From an optimization exercise on the open Yosys and OpenROAD flow, aimed at small area, a short achievable clock period and few clock cycles per item; shortcuts taken in it are not production practice. Only simulation tests tie the RTL to the original design; equivalence was not proved. Power figures rest on the tool's default switching activity, not on a simulated workload.

==> flow/design.v (excerpt) <==
module pe_core_v3 (
    input clk,
    input rst_n,
    input [31:0] opcode,
    input [31:0] op1,
    input [31:0] op2,
    input [31:0] op3,
    input valid_in,
    output reg [31:0] result_out,
    output reg result_valid
);
For scale: ~7100 cells after synthesis, roughly 160 I/O pins, about 0.055 mm² of cells after synthesis.
clock: 65.0 ns
lec_check: 0
abc_area: 1
cap_margin: 35
core_margin: 2
core_utilization: 55
cts_cluster_diameter: 200
cts_cluster_size: 22
slew_margin: 35
standard.sh (not shown) runs the stock make flow with config.mk's settings and CLKGATE_MAP_FILE= SYNTH_SCRIPT=/design/flow/synth_recipe.tcl, a recipe that flattens the netlist after the stock synthesis.
==> flow/flow/run.sh <==
#!/bin/bash
set -euo pipefail
bash standard.sh "BUFFER_PORTS_ARGS=-buffer_cell sky130_fd_sc_hd__buf_2" \
  "SETUP_SLACK_MARGIN=50.9" finish > standard_flow.log 2>&1
Testbench counts at the start, summed over its fixed seeds: cycles 160,054, items 160,000.
Then changed:
- ABC_AREA: 1 -> not set
- CTS_CLUSTER_DIAMETER: 200 -> 120
- CTS_CLUSTER_SIZE: 22 -> 30
Outcome:
- setup slack loses 0.073 ns
- combinational power increases to 4.9 times its value
- wire length goes down by 8.7%
- count of clock-buffer cells in the layout fell by 5
- synthesized cell count falls by 16%
- maximum frequency went down by 0.51%
- cell area came out lower by 0.97%
- core utilization goes up by 0.46 points
Then changed:
- CORE_UTILIZATION: 55 -> 65
- CTS_CLUSTER_DIAMETER: 120 -> 200
- CTS_CLUSTER_SIZE: 30 -> 22
Critical path depth is unchanged. Via count rose by 2.7%. Total power went up by 0.68%.
Then changed:
- CORE_UTILIZATION: 65 -> 55
- CTS_CLUSTER_DIAMETER: 200 -> 160
- CTS_CLUSTER_SIZE: 22 -> 26
The changed run completed without violations; non-clock buffer count falls by 2; wire length falls by 1.6%; setup slack loses 0.027 ns; global-route usage falls by 6.8 points; clock-buffer cell count falls by 6; sequential share of layout area is about the same.
Then changed:
- CTS_CLUSTER_DIAMETER: 160 -> not set
- CTS_CLUSTER_SIZE: 26 -> not set
What happened: Routed wire length increases by 0.89%; final cell count increases by about 1.3%; flip-flop and latch count is unchanged; global-route usage increases by 0.59 points.

========
Setup of job 4478:
pe_core_v3, a different RTL version from the one above (not shown whole).
Size in the first run: roughly 6200 cells after synthesis, roughly 160 I/O pins.
## pe_core_v3
module pe_core_v3 (
    input clk,
    input rst_n,
    input [31:0] opcode,
    input [31:0] op1,
    input [31:0] op2,
    input [31:0] op3,
    input valid_in,
    output reg [31:0] result_out,
    output reg result_valid
);
    reg        v0;
    reg [11:0] op0;
    reg [31:0] a0, b0, c0;
    always @(posedge clk or negedge rst_n)
        if (!rst_n) v0 <= 1'b0;
        else        v0 <= valid_in;
    always @(posedge clk) begin
        op0 <= opcode[31:20];
        a0  <= op1;
        b0  <= op2;
        c0  <= op3;
    end
    wire [6:0] cls = op0[11:5];
    wire [4:0] fn  = op0[4:0];
    wire c_ar  = (cls == 7'b0000001);
    wire c_fp  = (cls == 7'b0000010);
    wire c_cmp = (cls == 7'b0010000);
    wire vld1  = v0 & (c_ar | c_fp | c_cmp);
    wire isdiv1 = c_ar & (fn == 5'b00100);
    wire f_add = c_ar & (fn == 5'b00001);
    wire f_sub = c_ar & (fn == 5'b00010);
    wire f_mul = c_ar & (fn == 5'b00011);
    wire f_mad = (c_ar & ((fn == 5'b00101) | (fn == 5'b00110))) | (c_fp & (fn == 5'b00001));
    wire f_and = c_ar & (fn == 5'b01001);
    wire f_or  = c_ar & (fn == 5'b01010);
    wire f_xor = c_ar & (fn == 5'b01011);
    wire f_shl = c_ar & (fn == 5'b01100);
    wire f_shr = c_ar & (fn == 5'b01101);
    wire f_relu = c_fp & (fn == 5'b01011);
    wire f_abs = c_fp & (fn == 5'b01101);
    wire f_neg = c_fp & (fn == 5'b01110);
    wire f_min = c_fp & (fn == 5'b10000);
    wire f_max = c_fp & (fn == 5'b10001);
    wire f_eq = c_cmp & (fn == 5'b00001);
  ...
clock: 65.0 ns
lec_check: 0
cap_margin: 35
core_margin: 2
core_utilization: 55
slew_margin: 35
run.sh (not shown) runs the stock make flow with config.mk's settings and CLKGATE_MAP_FILE= SYNTH_SCRIPT=/design/flow/synth_recipe.tcl, a recipe that flattens the netlist after the stock synthesis.
Stock flow here: none of the scripts above is used.
Job 4478 went all the way through synthesis, placement and routing and the layout is clean on timing, DRC and antenna.
Testbench counts of job 4478, summed over its fixed seeds: cycles 160,062, items 160,000.
## Diff of input files: job 3111 against job 4478
==> flow/flow/run.sh (new file) <==
#!/bin/bash
# Own flow: the standard layout (standard.sh), with plain buf_2 cells as the port buffers
# in place of the default delay buffer. Everything else is the standard flow.
set -euo pipefail
bash standard.sh "BUFFER_PORTS_ARGS=-buffer_cell sky130_fd_sc_hd__buf_2" finish > standard_flow.log 2>&1
==> flow/standard.sh (new file) <==
#!/bin/bash
# synth_recipe.tcl (not shown) runs the flow's synth.tcl, then flattens the netlist and writes it again
# the make line also repeats each setting of config.mk as NAME=value (left out here)
make -C /OpenROAD-flow-scripts/flow DESIGN_CONFIG=/design/flow/config.mk WORK_HOME=/design/flow/orfs CLKGATE_MAP_FILE= SYNTH_SCRIPT=/design/flow/synth_recipe.tcl "${@:-finish}"
removed: flow/run.sh
### Flow results
Job 4478 → job 3111: wire length increased 780 um; final instance area decreased about 1.3%; sequential share of layout area increased 0.30 points; part of the total power dissipated in combinational logic essentially unchanged.
### job 3111 -> job 6661
Settings: setting CTS_BUF_LIST to sky130_fd_sc_hd__clkbuf_4 for the first time.
==> flow/run.sh (new file) <==
#!/bin/bash
# synth_recipe.tcl (not shown) runs the flow's synth.tcl, then flattens the netlist and writes it again
# the make line also repeats each setting of config.mk as NAME=value (left out here)
make -C /OpenROAD-flow-scripts/flow DESIGN_CONFIG=/design/flow/config.mk WORK_HOME=/design/flow/orfs CLKGATE_MAP_FILE= SYNTH_SCRIPT=/design/flow/synth_recipe.tcl finish
removed: flow/flow/run.sh
removed: flow/standard.sh
==> run summary <==
- Per the comparison of job 6661 with job 3111, share of post-route cells with drive strength above 1 barely changed, fraction of power consumed by the clock network dropped 2.2 points, sequential share of layout area dropped 0.21 points, global-route total usage across every layer climbed 0.25 points.
- Relative to job 3111, headroom to the max-slew limit increased by 7.0 points in job 6661.
- Delta (job 6661 minus job 3111): hold slack decreased by 54 ps relative to the old numbers; total via count in the routed design increased by 688 relative to the old numbers; setup slack decreased by 840 ps relative to the old numbers; switching power decreased by about 0.46% relative to the old numbers.

========
RTL: one of the versions met above, not the one the previous note started from.
For scale: roughly 6000 cells after synthesis, about 650 flip-flops, ~160 I/O pins.
clock: 65.0 ns
lec_check: 0
cap_margin: 35
core_margin: 2
core_utilization: 55
cts_cluster_diameter: 200
cts_cluster_size: 22
slew_margin: 35
standard.sh (not shown) runs the stock make flow with config.mk's settings and CLKGATE_MAP_FILE= SYNTH_SCRIPT=/design/flow/synth_recipe.tcl, a recipe that flattens the netlist after the stock synthesis.
==> flow/flow/run.sh <==
#!/bin/bash
set -euo pipefail
bash standard.sh "BUFFER_PORTS_ARGS=-buffer_cell sky130_fd_sc_hd__buf_2" \
  "SETUP_SLACK_MARGIN=50.9" finish > standard_flow.log 2>&1
Testbench counts at the start, summed over its fixed seeds: cycles 160,054, items 160,000.
==> next run, changes <==
CTS_BUF_LIST = sky130_fd_sc_hd__clkbuf_16 sky130_fd_sc_hd__clkbuf_8 sky130_fd_sc_hd__clkbuf_4   (was default)
The new run finished clean.
Global-route usage is unchanged.
First-iteration DRC count stays the same.
Cell area hardly moves.
Wire length is unchanged.
Count of clock-buffer cells in the layout stays the same.
Via count stays flat.
Die area is unchanged.
Total power stays flat.
Non-clock buffer count is unchanged.
Synthesized cell count stays the same.

## re-timing with driven ports
The flow's constraints put no driver on any port. The routed layouts listed below were extracted and timed again, unchanged, in two steps. Step 1 (the two cells are an assumption about what drives the block):
set clk [get_ports {clk}]
set_driving_cell -lib_cell sky130_fd_sc_hd__clkbuf_16 $clk
set_driving_cell -lib_cell sky130_fd_sc_hd__buf_2 [delete_from_list [all_inputs] $clk]
Step 2 moves the port delays by t, midway between the first and last clock arrival at a register: inputs arrive t later, outputs are due t later. That takes back most of the time a late clock gives input paths. a / b / c = ideal ports / drivers / drivers and shift; a / b = the first two.
run | shift t [ns] | setup slack, ns | latest minus earliest clock arrival (ns)
the first run of note 1 | 0.684 | 50.904 / 50.830 / 51.515 | 0.045 / 0.045
the second run of note 1 | 0.738 | 50.832 / 50.757 / 51.494 | 0.031 / 0.031
the third run of note 1 | 0.674 | 50.846 / 50.774 / 51.449 | 0.034 / 0.033
the fourth run of note 1 | 0.728 | 50.819 / 50.742 / 51.469 | 0.048 / 0.047
the fifth run of note 1 | 0.720 | 50.855 / 50.780 / 51.500 | 0.039 / 0.039
job 4478 | 0.738 | 50.466 / 50.384 / 51.122 | 0.051 / 0.051
job 3111 | 0.736 | 50.846 / 50.766 / 51.501 | 0.058 / 0.059
job 6661 | 1.193 | 50.011 / 49.934 / 51.128 | 0.115 / 0.115
the first run of note 3 | 0.707 | 50.895 / 50.817 / 51.524 | 0.063 / 0.063
the second run of note 3 | 0.707 | 50.895 / 50.817 / 51.524 | 0.063 / 0.063
After both steps every run listed still meets setup and hold.
